What follows belongs to an exercise in optimizing a design on an open flow for small area and a short achievable clock period; a production flow would make more cautious choices. Only simulation tests tie the RTL to the original design; equivalence was not proved.

### config.mk
export PLATFORM = sky130hd
export DESIGN_NAME = MPCA_top
export DESIGN_NICKNAME = MPCA_top
export VERILOG_FILES = /design/flow/design.v
export SDC_FILE = /design/flow/constraint.sdc
export NUM_CORES = 4
export LEC_CHECK = 0
export CAP_MARGIN = 20
export CORE_MARGIN = 2
export CORE_UTILIZATION = 40
export SLEW_MARGIN = 20
### constraint.sdc
create_clock -name core_clock -period 55.0 [get_ports {clk}]
set_input_delay 11.0000 -clock core_clock [delete_from_list [all_inputs] [get_ports {clk}]]
set_output_delay 11.0000 -clock core_clock [all_outputs]
set_load 0.01 [all_outputs]
### design.v
module MPCA_top (
    input              clk,
    input      [127:0] packets,
    input       [11:0] channel_load,
    input        [8:0] channel_capacity,
    input       [63:0] KEY,
    output reg  [15:0] grant_channel
);
reg [127:0] packets_r;
reg  [11:0] channel_load_r;
reg   [8:0] channel_capacity_r;
reg  [63:0] KEY_r;
wire [15:0] grant_channel_w;
always @(posedge clk) begin
    packets_r          <= packets;
    channel_load_r     <= channel_load;
    channel_capacity_r <= channel_capacity;
    KEY_r              <= KEY;
    grant_channel      <= grant_channel_w;
end
MPCA u_mpca (
    .packets          (packets_r),
    .channel_load     (channel_load_r),
    .channel_capacity (channel_capacity_r),
    .KEY              (KEY_r),
    .grant_channel    (grant_channel_w)
);
endmodule

module MPCA(
    input [127:0] packets,
    input  [11:0] channel_load,
    input   [8:0] channel_capacity,
    input  [63:0] KEY,
    output [15:0] grant_channel
);
integer i, j, p, c;
wire [15:0] k0 = KEY[15:0];
wire [15:0] k1 = ({k0[6:0], k0[15:7]} + KEY[31:16]);
wire [15:0] k2 = ({k1[6:0], k1[15:7]} + KEY[47:32]) ^ 16'd1;
wire [15:0] k3 = ({k2[6:0], k2[15:7]} + KEY[63:48]) ^ 16'd2;
wire [15:0] w [0:7];
genvar r;
generate
    for (r = 0; r < 4; r = r + 1) begin : dec
        wire [15:0] x0 = packets[32*r +: 16];
        wire [15:0] y0 = packets[32*r+16 +: 16];
        wire [15:0] ty1 = y0 ^ x0;              wire [15:0] y1 = {ty1[1:0], ty1[15:2]};
        wire [15:0] tx1 = (x0 ^ k3) - y1;       wire [15:0] x1 = {tx1[8:0], tx1[15:9]};
        wire [15:0] ty2 = y1 ^ x1;              wire [15:0] y2 = {ty2[1:0], ty2[15:2]};
        wire [15:0] tx2 = (x1 ^ k2) - y2;       wire [15:0] x2 = {tx2[8:0], tx2[15:9]};
        wire [15:0] ty3 = y2 ^ x2;              wire [15:0] y3 = {ty3[1:0], ty3[15:2]};
        wire [15:0] tx3 = (x2 ^ k1) - y3;       wire [15:0] x3 = {tx3[8:0], tx3[15:9]};
        wire [15:0] ty4 = y3 ^ x3;              wire [15:0] y4 = {ty4[1:0], ty4[15:2]};
        wire [15:0] tx4 = (x3 ^ k0) - y4;       wire [15:0] x4 = {tx4[8:0], tx4[15:9]};
        assign w[2*r]   = x4;
        assign w[2*r+1] = y4;
    end
endgenerate
reg        valid [0:7];
reg  [1:0] pref  [0:7];
reg  [6:0] score [0:7];
reg  [4:0] base  [0:7];    
reg  [7:0] key   [0:7];    
reg  [6:0] qe, le, ce, se;
always @(*) begin
    for (i = 0; i < 8; i = i + 1) begin
        valid[i] = w[i][15];
        pref[i]  = w[i][6:5];
        qe = w[i][1] ? {{5{w[i][14]}}, w[i][14:13]} : {5'b0, w[i][14:13]};
        le = w[i][1] ? {{3{w[i][12]}}, w[i][12:9]}  : {3'b0, w[i][12:9]};
        ce = w[i][1] ? {{5{w[i][8]}},  w[i][8:7]}   : {5'b0, w[i][8:7]};
        se = w[i][1] ? {{4{w[i][4]}},  w[i][4:2]}   : {4'b0, w[i][4:2]};
        score[i] = (qe << 2) - (le << 1) - (ce + (ce << 1)) + se + 7'd7;
        base[i]  = {2'b0, score[i][2:1], 1'b0} + {3'b0, w[i][6:5]} + {2'b0, w[i][4:2] ^ 3'd3};
        key[i]   = {w[i][15], ~score[i][6], score[i][5:0]};
    end
end
reg [63:0] bf;
reg [2:0] pos [0:7];
reg [63:0] sel;    
always @(*) begin
    for (i = 0; i < 8; i = i + 1) begin
        for (j = 0; j < 8; j = j + 1) begin
            if (j < i)      bf[8*j+i] = key[j] >= key[i];
            else if (j > i) bf[8*j+i] = key[j] >  key[i];
            else            bf[8*j+i] = 1'b0;
        end
    end
    for (i = 0; i < 8; i = i + 1) begin
        pos[i] = 3'd0;
        for (j = 0; j < 8; j = j + 1) pos[i] = pos[i] + bf[8*j+i];
    end
    for (p = 0; p < 8; p = p + 1)
        for (i = 0; i < 8; i = i + 1)
            sel[8*p+i] = (pos[i] == p);
end
reg       vs [0:7];
reg [1:0] ps [0:7];
reg [4:0] bs [0:7];
always @(*) begin
    for (p = 0; p < 8; p = p + 1) begin
        vs[p] = 1'b0; ps[p] = 2'd0; bs[p] = 5'd0;
        for (i = 0; i < 8; i = i + 1) begin
            vs[p] = vs[p] | (sel[8*p+i] & valid[i]);
            ps[p] = ps[p] | ({2{sel[8*p+i]}} & pref[i]);
            bs[p] = bs[p] | ({5{sel[8*p+i]}} & base[i]);
        end
    end
end
function [1:0] fa;   
    input [1:0] s;
    fa = {s[0], ~s[1] & ~s[0]};
endfunction
function [1:0] fb;   
    input [1:0] s;
    fb = {~s[1] & ~s[0], s[1]};
endfunction
wire [3:0] ld [0:2];
assign ld[0] = channel_load[3:0];
assign ld[1] = channel_load[7:4];
assign ld[2] = channel_load[11:8];
reg [6:0] T [0:2];       
reg [1:0] pv;            
reg [3:0] av;            
reg [1:0] g [0:7];       
reg [1:0] s;
reg       found;
always @(*) begin
    for (c = 0; c < 3; c = c + 1)
        for (j = 0; j < 7; j = j + 1)
            T[c][j] = channel_capacity[3*c +: 3] > j;
    pv = 2'd3;
    for (p = 0; p < 8; p = p + 1) begin
        av = {1'b0, T[2][0], T[1][0], T[0][0]};
        s = (pv == 2'd3) ? ps[p] : pv;
        found = av[s] | av[fa(s)] | av[fb(s)];
        if (!vs[p])            g[p] = 2'd3;
        else if (av[ps[p]])    g[p] = ps[p];
        else if (av[s])        g[p] = s;
        else if (av[fa(s)])    g[p] = fa(s);
        else if (av[fb(s)])    g[p] = fb(s);
        else                   g[p] = 2'd3;
        if (vs[p] && !av[ps[p]]) pv = found ? fa(s) : fb(s);
        for (c = 0; c < 3; c = c + 1)
            if (g[p] == c) T[c] = {1'b0, T[c][6:1]};
    end
end
reg [4:0] nw [0:2];      
reg [1:0] M;
reg       tmp;
reg       alleq;
reg [4:0] m;
reg [3:0] d;
reg [3:0] thr;
reg       fl [0:7];
reg       has;
reg [2:0] cand;
reg [1:0] dest;
reg [1:0] c1, c2;
reg [1:0] fin [0:7];
reg [3:0] cnt;
always @(*) begin
    for (c = 0; c < 3; c = c + 1) begin
        cnt = 4'd0;
        for (p = 0; p < 8; p = p + 1) cnt = cnt + (g[p] == c);
        nw[c] = ld[c] + cnt;
    end
    tmp = nw[1] > nw[0];
    M = (nw[2] > nw[tmp]) ? 2'd2 : {1'b0, tmp};
    alleq = (nw[0] == nw[1]) && (nw[1] == nw[2]);
    for (p = 0; p < 8; p = p + 1) begin
        m = bs[p] + ld[g[p][1:0] == 2'd3 ? 2'd0 : g[p]];
        d = (m == 5'd31) ? 4'd15 : m % 10;
        thr = ld[g[p][1:0] == 2'd3 ? 2'd0 : g[p]] / 3 + 4'd7;
        fl[p] = d >= thr;
    end
    has = 1'b0; cand = 3'd0;
    for (p = 7; p >= 0; p = p - 1)
        if (!has && g[p] == M && !fl[p]) begin has = 1'b1; cand = p; end
    c1 = fa(M); c2 = fb(M);
    if      (T[c1][0] && nw[c1] < 5'd15) dest = c1;
    else if (T[c2][0] && nw[c2] < 5'd15) dest = c2;
    else                                 dest = 2'd3;
    for (p = 0; p < 8; p = p + 1)
        fin[p] = (has && !alleq && cand == p) ? dest : g[p];
end
reg [15:0] gc;
always @(*) begin
    for (i = 0; i < 8; i = i + 1) begin
        gc[2*i +: 2] = 2'd0;
        for (p = 0; p < 8; p = p + 1)
            gc[2*i +: 2] = gc[2*i +: 2] | ({2{sel[8*p+i]}} & fin[p]);
    end
end
assign grant_channel = gc;
endmodule
### run.sh
#!/bin/bash
# synth_recipe.tcl (not shown) runs the flow's synth.tcl, then flattens the netlist and writes it again
# the make line also repeats each setting of config.mk as NAME=value (left out here)
make -C /OpenROAD-flow-scripts/flow DESIGN_CONFIG=/design/flow/config.mk WORK_HOME=/design/flow/orfs CLKGATE_MAP_FILE= SYNTH_SCRIPT=/design/flow/synth_recipe.tcl finish
==> run notes <==
final net count about 7600; Post-Layout Inst Area 55100 sq um; ys async rst share 0%; CP most frequent cell a21oi_1; worst path arrival time ~52 ns; Final GP Congestion 1.05; Netlist cell types roughly 140; flop-to-flop setup slack around 3.3 ns; most frequent cell after synthesis ha_1; status timing/DRC/antenna clean; Routed WL per cell roughly 28 um; busiest grt layer met2; Worst path max stage delay around 0.74 ns; Tot GR Track Use between 30% and 40%; Crit path max-delay family compound AO/OA/AOI/OAI gates; Multi-input gate area 41800 sq um; slew margin rel. between 10 and 15%; GRT overflow 0; top cell type's share of synthesized area 21.3%; CTS Root Cell clkbuf_16; top post-synthesis cells by area ha_1, dfxtp_1, xnor2_1, xor2_1, fa_1; CTS tree done; Hold Crit Class reg2reg; Residual DRC 0; Post-synth EDFFs 0; final setup margin ~3.3 ns; Slew @ Worst Pin 1.30 ns; crit end category flip-flop; Cell Area, Synth about 50000 sq um; Endpoint, Worst Hold grant_channel[3]$_DFF_P_; post-synthesis sequential area ratio 9.37%; Core Util, Final 45.3%; largest area contributor in the netlist ha_1; global-route wire length before repair roughly 320 mm; TNS Setup 0 ns; Critical Path RT roughly 55 ns; clock-pin slew on the worst setup and hold paths 0.10 ns; minimum clock period 51.70 ns; die footprint approximately 130000 sq um; Post-DRT Antenna Nets 0; CP Max Fanout 16; fill count 12100; routed vias slightly below 50000; IO Port Bufs ~230; Final Routed Wirelength ~230 mm; fraction of layout instances using a drive strength above 1 around 5.8%; First DRT Iteration DRCs just under 5000; Cells after Synth just over 6000; Post-synth top flop dfxtp_1; CP max stage cell xnor2_1; Global Route met1 Usage between 40% and 50%; Max Freq 19.3 MHz; Worst Setup Slack post-DPL about 3 ns; 1st-pass router iterations 10; skew final about 0.084 ns; Crit Path Category reg2reg; Core Area ~120000 sq um; Max-cap violations 0; Crit path buffers/inverters 22; pin count of the biggest net entering global routing 26; vias per cell roughly 6.0; cts hold-fix bufs 0; register area around 4600 sq um; Worst R2R Start KEY_r[7]$_DFF_P_; Detailed Place HPWL between 150 and 200 mm; Setup violations, final 0; Seq cells post-synth about 230; YS warnings 16; GR Util met2 54.2%; Layout Area Growth over Synthesis 12.6%; Hold Path Stages 6; io pins 230; Clock Sinks 229; initial antenna violation count 4; Placement Cell Area 54100 sq um; final worst-path cycle share a little over nine tenths; hold_sp channel_capacity_r[3]$_DFF_P_; routing usage on met3 a little under 8%; Post-Synthesis Mean Instance Area 7.99 sq um; CTS max path bufs 3; Initial Util 40.2%; Hold Vio Cnt, Final 0; vias in the first global route 46500; reg2reg end grant_channel[9]$_DFF_P_; Clk Latency, worst-skew pair 0.68 ns; total CTS buffers 27; Final Max Tran Viols 0; syn_nets between 7000 and 8000; Post-synth top cells ha_1, inv_1, xnor2_1; DIE WIDTH between 300 and 400 um; depth of the most critical reg-to-reg path between 200 and 250; Die H about 350 um; Core Rows about 130; startpoint types flip-flop; H-tree levels 1
## how the worst max path moves through the flow
stage | from | to | slack, ns | cells after the start
floorplan | KEY_r[7]$_DFF_P_ | grant_channel[14]$_DFF_P_ | 12.27 | 213
global placement | KEY_r[7]$_DFF_P_ | grant_channel[15]$_DFF_P_ | 3.73 | 211
detailed placement | KEY_r[7]$_DFF_P_ | grant_channel[15]$_DFF_P_ | 3.00 | 206
CTS | KEY_r[7]$_DFF_P_ | grant_channel[15]$_DFF_P_ | 2.69 | 206
global route | KEY_r[7]$_DFF_P_ | grant_channel[15]$_DFF_P_ | -0.01 | 212
finish | KEY_r[7]$_DFF_P_ | grant_channel[9]$_DFF_P_ | 3.30 | 208
## worst register-to-register path, delay by kind of cell, from the launching register on
kind | cells | cell delay, ns
AOI/OAI and AO/OA | 99 | 21.30
buffers and inverters | 22 | 3.09
adders and majority gates | 34 | 13.47
and+or+nand+nor | 37 | 7.82
xor gates and xnor gates | 13 | 4.14
DFF | 1 | 0.40
muxes | 3 | 1.28
## final cells by class
class | instances | area share (%)
clock inverter | 15 | 0.288
antenna | 3 | 0.0136
inverter | 615 | 4.19
tap | 1625 | 3.69
multi-input combinational | 5150 | 75.8
sequential | 229 | 8.32
clock buffer | 34 | 1.35
timing repair buffer | 388 | 6.32
## what timing repair did
action / in CTS / in global routing
endpoints found under the setup margin: 0 / 16
resized for setup: 0 / 21
buffers inserted: 0 / 1
endpoints found under the hold margin: 0 / 0
## registers in the layout, indices dropped and copies added, names as in the netlist
signal	count
packets_r	128
channel_capacity_r	9
KEY_r	64
grant_channel	16
channel_load_r	12
## cell usage in the layout (no fill, tap or decap), drive strengths merged, types with 46 or more instances in the layout
cell and instances:
o22ai 86, buf 158, dfxtp 229, a21oi 426
inv 620, a22oi 85, clkdlybuf4s50 229, nand4 73
nor2 366, a21boi 46, o21ai 384, nor2b 97
o211ai 55, ha 832, nand3 92, nand2b 99
and2 66, xnor2 513, nor3 77, nand2 331
fa 164, or3 48, a211oi 50, xor2 401
a21o 240
## layer usage
layer / share of wire, % / vias to the layer above
li1: - / 22400
met1: 43 / 23000
met2: 43 / 2324
met3: 8.9 / 530
met4: 5.4 / 4
met5: 0.018 / -
## cells by family (layout without fill, tap and decap cells)
logic type	after synthesis	after routing	share of synthesized area, %
other cells	0	3	0
simple gates	1379	1379	14.0
flops	229	229	9.37
compound gates	1801	1801	24.8
fa+ha+maj	1005	1005	28.2
xor+xnor	925	925	17.0
buf+inv	746	1052	5.79
mux	40	40	0.911
## stage by stage
step,std cells,hold WS (ns)
final,8059,1.50
after global routing,8056,1.59
after CTS,8054,1.47
after detailed placement,8005,1.47
after global placement,8004,1.40
after floorplan,6125,1.01

-- static timing again, ports no longer ideal --
In the flow no input, the clock included, has a driving cell. The finished layout below was timed again as built, in two steps.
Step 1 sets driving cells, clkbuf_16 on the clock port and buf_2 on the other inputs (assumed; they add their load-dependent delay and slew).
Step 2, shift: input delay + t, output delay - t, t = (earliest + latest rising clock arrival at the registers) / 2. This alone moves slack from input paths to output paths.
a / b / c = no drivers / after step 1 / after step 2; a / b = the first two.
t, ns: 0.716
setup WS [ns]: 3.301 / 3.301 / 3.301
pins driven straight from the clock port: 1
After both steps setup and hold are still met in this run. For this run, drivers alone change the setup slack by 0.000 ns; drivers and shift together by 0.000 ns.
